This design comes from an exercise in tuning for small area, a short achievable clock period and few clock cycles on the open sky130 flow, not from production work. The RTL of this run was laid out without a check of its function. Power is estimated from default activity; no workload was simulated.

### config.mk
export PLATFORM = sky130hd
export DESIGN_NAME = top
export DESIGN_NICKNAME = top
export VERILOG_FILES = /design/flow/design.v
export SDC_FILE = /design/flow/constraint.sdc
export NUM_CORES = 4
export LEC_CHECK = 0
export CAP_MARGIN = 20
export CORE_MARGIN = 2
export CORE_UTILIZATION = 40
export PLACE_DENSITY = 0.6
export SLEW_MARGIN = 20
### design.v
`default_nettype none
module top (
    input clk,
    output [31:0] InstructionAddress,
    input [31:0] InstructionData,
    output [31:0] DataAddress,
    output [31:0] WriteData,
    input [31:0] ReadData,
    output oe,
    output we,
    input rst
);
  reg  [31:2] pc;   
  reg  [31:0] ir;
  reg         vD;
  reg  [31:0] eA, eB, eS;
  reg  [ 3:0] eFn;
  reg         eWen, eLd, eSt;
  reg  [ 4:0] eRc;
  reg  [31:0] mY;
  reg         mWen, mLd;
  reg  [ 4:0] mRc;
  reg  [31:0] rf   [0:30];
  reg  [30:0] rfv;
  assign InstructionAddress = {pc, 2'b00};
  assign DataAddress = eA;
  assign WriteData = eS;
  assign oe = eLd;
  assign we = eSt;
  wire [5:0] op = ir[31:26];
  wire [4:0] rc = ir[25:21];
  wire [4:0] ra = ir[20:16];
  wire [4:0] rb = ir[15:11];
  wire [31:0] sxt = {{16{ir[15]}}, ir[15:0]};
  wire isAlu = op[5] & ~((op[3:1] == 3'b001) | (op[2:0] == 3'b111));
  wire isAluR = isAlu & ~op[4];
  wire isHalt = (op == 6'b0);
  wire o5 = ~op[5] & ~isHalt;   
  wire isLd = o5 & (op[2:0] == 3'b000);
  wire isSt = o5 & (op[2:0] == 3'b001);
  wire isJmp = o5 & (op[2:0] == 3'b011);
  wire isBeq = o5 & (op[2:0] == 3'b101);
  wire isBne = o5 & (op[2:0] == 3'b110);
  wire isLdr = o5 & (op[2:0] == 3'b111);
  wire isIll = ~isHalt & ~isAlu & ~isLd & ~isSt & ~isJmp & ~isBeq & ~isBne & ~isLdr;
  wire isMem = isLd | isSt;
  wire [4:0] rbx = isSt ? rc : rb;
  wire useA = ~isLdr;
  wire useB = isAluR | isSt;
  wire [31:0] aluY;
  wire [31:0] wd = mLd ? ReadData : mY;
  function automatic [31:0] rfread(input [4:0] r);
    integer i;
    begin
      rfread = 32'b0;
      for (i = 0; i < 31; i = i + 1) rfread = rfread | (rf[i] & {32{(r == i) & rfv[i]}});
    end
  endfunction
  wire eHitA = eWen & (eRc == ra);
  wire eHitB = eWen & (eRc == rbx);
  wire mHitA = mWen & (mRc == ra);
  wire mHitB = mWen & (mRc == rbx);
  wire [31:0] rdA = eHitA ? aluY : (mHitA ? wd : rfread(ra));
  wire [31:0] rdB = eHitB ? aluY : (mHitB ? wd : rfread(rbx));
  wire stall = vD & (isHalt | (eLd & ((eHitA & useA) | (eHitB & useB))) | (isMem & eHitA));
  wire go = vD & ~stall;
  wire z = (rdA == 32'b0);
  wire [31:2] brT = pc + sxt[29:0];
  wire taken = (isBeq & z) | (isBne & ~z);
  wire redirect = go & (taken | isJmp | isIll);
  wire [31:2] target = isJmp ? rdA[31:2] : (isIll ? 30'd1 : brT);
  always @(posedge clk) begin
    if (rst) begin
      pc <= 30'b0;
      vD <= 1'b0;
    end else if (!stall) begin
      pc <= redirect ? target : pc + 30'd1;
      vD <= ~redirect;
    end
    if (!stall) ir <= InstructionData;
  end
  wire link = isJmp | isBeq | isBne | isIll;
  wire [31:0] addr = rdA + sxt;
  always @(posedge clk) begin
    if (rst) begin
      eWen <= 1'b0;
      eLd  <= 1'b0;
      eSt  <= 1'b0;
    end else begin
      eWen <= go & ~isSt & ((isIll ? 5'd30 : rc) != 5'd31);
      eLd  <= go & (isLd | isLdr);
      eSt  <= go & isSt;
    end
    eRc <= isIll ? 5'd30 : rc;
    eA  <= isMem ? addr : (isLdr ? {brT, 2'b00} : (link ? {pc, 2'b00} : rdA));
    eB  <= link ? 32'b0 : (op[4] ? sxt : rdB);
    eFn <= isAlu ? op[3:0] : 4'b0000;
    eS  <= rdB;
  end
  wire sub = (eFn[3:2] == 2'b01) | eFn[0];   
  wire [31:0] bx = sub ? ~eB : eB;
  wire [32:0] sum = {1'b0, eA} + {1'b0, bx} + {32'b0, sub};
  wire lt = (eA[31] ^ eB[31]) ? eA[31] : sum[31];
  wire [31:0] lg;
  assign lg = eFn[1] ? (eFn[0] ? ~(eA ^ eB) : (eA ^ eB)) : (eFn[0] ? (eA | eB) : (eA & eB));
  wire eq = ~|(eA ^ eB);
  wire cmp = (eFn[1:0] == 2'b00) ? eq : (eFn[1:0] == 2'b01) ? lt : (lt | eq);
  wire shl = (eFn[1:0] == 2'b00);
  wire fill = (eFn[1:0] == 2'b10) & eA[31];
  reg [31:0] shin, shout, shr;
  integer k;
  always @* begin
    for (k = 0; k < 32; k = k + 1) shin[k] = shl ? eA[31-k] : eA[k];
    shr = shin;
    if (eB[0]) shr = {{1{fill}}, shr[31:1]};
    if (eB[1]) shr = {{2{fill}}, shr[31:2]};
    if (eB[2]) shr = {{4{fill}}, shr[31:4]};
    if (eB[3]) shr = {{8{fill}}, shr[31:8]};
    if (eB[4]) shr = {{16{fill}}, shr[31:16]};
    for (k = 0; k < 32; k = k + 1) shout[k] = shl ? shr[31-k] : shr[k];
  end
  assign aluY = (eFn[3:2] == 2'b00) ? sum[31:0] :
                (eFn[3:2] == 2'b01) ? {31'b0, cmp} :
                (eFn[3:2] == 2'b10) ? lg : shout;
  always @(posedge clk) begin
    if (rst) begin
      mWen <= 1'b0;
    end else begin
      mWen <= eWen;
    end
    mLd <= eLd;
    mRc <= eRc;
    mY  <= aluY;
  end
  integer j;
  always @(posedge clk) begin
    for (j = 0; j < 31; j = j + 1) begin
      if (mWen && mRc == j) rf[j] <= wd;
    end
    if (rst) rfv <= 31'b0;
    else
      for (j = 0; j < 31; j = j + 1) begin
        if (mWen && mRc == j) rfv[j] <= 1'b1;
      end
  end
endmodule
### constraint.sdc
create_clock -name core_clock -period 9.0 [get_ports {clk}]
set_input_delay 1.8000 -clock core_clock [delete_from_list [all_inputs] [get_ports {clk}]]
set_output_delay 1.8000 -clock core_clock [all_outputs]
set_load 0.01 [all_outputs]
### run.sh
#!/bin/bash
# synth_recipe.tcl (not shown) runs the flow's synth.tcl, then flattens the netlist and writes it again
# the make line also repeats each setting of config.mk as NAME=value (left out here)
make -C /OpenROAD-flow-scripts/flow DESIGN_CONFIG=/design/flow/config.mk WORK_HOME=/design/flow/orfs CLKGATE_MAP_FILE= SYNTH_SCRIPT=/design/flow/synth_recipe.tcl finish
==> results.txt <==
[routing by layer]
layer / share of wire (%) / wire length, µm / vias to the layer above / global-route usage [%]
met3: 17 / 57700 / 2038 / 19.8
met2: 40 / 139000 / 6310 / 58.3
li1: - / - / 22400 / -
met4: 10 / 35200 / 22 / 32.0
met5: 0.039 / 134 / - / 0.327
met1: 33 / 114000 / 28500 / 48.0
[through the flow]
step	instances	hold WS (ns)	area (µm²)	util, %	total power, mW
after global placement	7575	0.401	68500	43.4	9.29
after CTS	7827	0.415	73200	46.3	15.1
after detailed placement	7578	0.394	68500	43.4	9.30
after global routing	7833	0.418	73300	46.4	15.5
final	7850	0.413	73300	46.4	15.2
after floorplan	5496	0.374	63400	-	8.24
[synth_stat cells, types with 25 or more instances]
cell	number	area (µm²)
xor2_1	36	315
or3_1	25	156
o22ai_1	52	325
o21a_1	41	308
a31oi_1	36	225
o211ai_1	26	195
a222oi_1	56	561
and3_1	185	1160
mux2i_1	156	1560
xnor2_1	76	666
nand2b_1	30	188
edfxtp_1	1024	30700
a221oi_1	125	1090
a211oi_1	60	450
inv_1	106	398
o21ai_0	118	591
a2111oi_0	43	377
mux2_2	66	743
buf_1	40	150
ha_1	157	1960
a21oi_1	175	876
clkbuf_1	334	1250
a21o_1	34	255
a22oi_1	606	4550
nor4_1	47	294
a22o_1	139	1220
and2_1	47	294
dfxtp_1	209	4180
nand2_1	253	950
nor3_1	92	460
nand3_1	193	966
nand4_1	124	776
nor2_1	378	1420
[worst register-to-register path: cells and delay by family (launching register included)]
kind                     cells  cell delay, ns
AO/OA/AOI/OAI               18            4.81
XOR/XNOR                     2            0.29
adder cells (fa/ha/maj)      3            1.05
buffers and inverters        1            0.07
flip-flops                   1            0.31
AND/OR/NAND/NOR              6            1.44
[power by group through the flow]
stage / Clock [mW] / Combinational (mW) / Sequential, mW
after floorplan: 0 / 1.29 / 6.95
after global placement: 0 / 2.26 / 7.03
after detailed placement: 0 / 2.26 / 7.03
after CTS: 5.87 / 2.27 / 6.91
after global routing: 6.09 / 2.47 / 6.93
final: 5.89 / 2.40 / 6.93
[worst min path at each step]
stage,to,cells after the start,from,slack [ns]
detailed placement,mRc[2]$_DFF_P_,0,eRc[2]$_DFF_P_,0.39
finish,mLd$_DFF_P_,0,eLd$_SDFF_PP0_,0.41
floorplan,mRc[0]$_DFF_P_,0,eRc[0]$_DFF_P_,0.37
global placement,mRc[0]$_DFF_P_,0,eRc[0]$_DFF_P_,0.40
CTS,mLd$_DFF_P_,0,eLd$_SDFF_PP0_,0.41
global route,mRc[2]$_DFF_P_,0,eRc[2]$_DFF_P_,0.42
[sequential cells by signal, summed over array words and instances (netlist names), 30 cells and up]
register,flops
eA,32
eB,32
eS,32
ir,32
mY,32
pc,30
rf,992
rfv,31
[cell families (layout without fill, tap and decap cells)]
logic type                 Yosys count  in the layout  share of synthesized area (%)
muxes                              249            249                           4.54
other                                1             24                        0.00591
buffers and inverters              522            782                           3.27
xor gates and xnor gates           112            112                           1.55
and+or+nand+nor                   1513           1513                           12.2
adders and majority gates          160            160                           3.19
AOI/OAI and AO/OA                 1705           1705                           20.1
DFF                               1233           1233                           55.1
[cell type report]
cell class	count	area (µm²)	area share (%)
timing repair buffer	422	3680	5.02
inverter	111	418	0.570
tap	2072	2590	3.54
multi-input combinational	3741	26900	36.8
sequential	1233	34900	47.7
clock buffer	166	3580	4.88
clock inverter	83	1100	1.51
antenna	22	55.1	0.0751
==> flow_summary.yaml <==
timing:
  min_period_ns: 8.09
  slew_violations: 0
  worst_pin_slew_ns: 1.34
  setup_viol: 0
  fin_skew_ns: 0.0744
  rsz0062_at_grt: "no"
  setup_tns_ns: 0
  fmax_mhz: 124
  relSlewSlack_pct: 10.4
  layout_setup_ws_ns: 0.910
  fin_crit_sh_pct: 89.9
  hold_viol: 0
synth:
  ys.warnings.count: 2
  synth_edf_count: 1024
  synth_seq_cells: 1233
  synth_cell_type_count: 108
  synthArstFlopShare_pct: 0
  synth-main-ff-cell: "edfxtp_1"
  syn_inst: 5495
  ys_seq_area_share_pct: 55.1
  synth.cell_area_mm2: 0.0634
  syn_area_per_cell_um2: 11.5
critical_path:
  required_ns: 9.68
  cp-start-kind: "flip-flop"
  r2r_slack_ns: 0.91
  worstPathArrival_ns: 8.77
  rr_endpoint: "eA[30]$_DFF_P_"
  crit_top_cell: "a21oi_1"
  cp.depth: 30
  max_stage_delay_ns: 0.67
  setup.worst_path.end: "eA[30]$_DFF_P_"
  crit_path_end_kind: "flip-flop"
  r2r-start: "eFn[2]$_SDFF_PN0_"
  worst-path-buf-inv: 1
  cp_max_fo: 16
  crit_family: "compound AO/OA/AOI/OAI gates"
  critical_path_class: "reg -> reg"
  cpMaxStageDelayCell: "o41ai_1"
  crit_start: "eFn[2]$_SDFF_PN0_"
  rr_worst_depth: 30
power_and_ir_drop:
  powerDensity_mw_per_mm2: 208
  p_int_mw: 10.7
  switching_power_mw: 4.52
  p_clk_share_pct: 38.7
  switching_share_pct: 29.7
  power_leakage_nw: 25.8
  ir_worst_vdd_mv: 0.281
  comb_power_share_pct: 15.8
  pwr-share-seq_pct: 45.5
cts:
  cts_buffer_depth: 3
  cts_buffers: 137
  cts_tree: "yes"
  clockRootBuffer: "clkbuf_16"
  hold_buffers: 0
  cts.sinks: 1233
  cts_resized: 0
  clk_pin_slew_ns: 0.06
  cts_setup_buffers: 0
  cts.htree.levels: 4
  insertion_delay_ns: 0.84
die:
  row_count: 146
  dieArea_mm2: 0.162
  num_io_pins: 164
  chipWidth_um: 402
  core_area_mm2: 0.158
  start_util_pct: 40.2
  die_h_um: 402
placed_design:
  place_congestion: 1.06
  dp_slack_ns: 1.04
  hpwl_um: 218000
  io_buffer_count: 161
finish:
  final_cell_mix: "edfxtp_1, a22oi_1, nor2_1, nand2_1, buf_4"
  fillers: 14200
  layout_commonest_cell: "edfxtp_1"
  syn_to_final_growth_pct: 15.6
  layout.nets: 5872
  drive_above_1_share_pct: 12.4
routing:
  drt_pass1_iterations: 14
  wirelength_um: 346000
  drt-initial-drc-count: 13400
  ant_nets: 0
  post-route-drc-count: 0
  vias: 59300
  avgViaCountPerCell: 7.55
  routedWlPerCell_um: 44.1
global_routing:
  grt_pass1_vias: 55100
  track_usage_pct: 41.3
  overflow: 0
  grt_pass1_wl_um: 461000
  grt_max_degree: 59
  antenna_found_initial: 38
flow_run:
  maxCapViolCount: 0
hold_path:
  holdCritPathClass: "reg -> reg"
status:
  status: "finished clean"

-- port drivers added, routing unchanged --
No port has a modelled driver above. Below, the same layout with a new extraction and two added sets of constraints. Step 1: set_driving_cell puts a clkbuf_16 on clk and a buf_2 on each other input, an assumption about the parent block. Step 2 moves the port delays by t, midway between the first and last clock arrival at a register: inputs arrive t later, outputs are due t later. That takes back most of the time a late clock gives input paths. Three values: ideal, step 1, step 2; two values: the first two.
shift t [ns]: 0.890
setup WS [ns]: 0.910 / 0.910 / 0.910
worst setup path at the end: register to register
After both steps this run still meets setup and hold. The setup slack of this run moves by 0.000 ns with the drivers and by 0.000 ns with both steps.
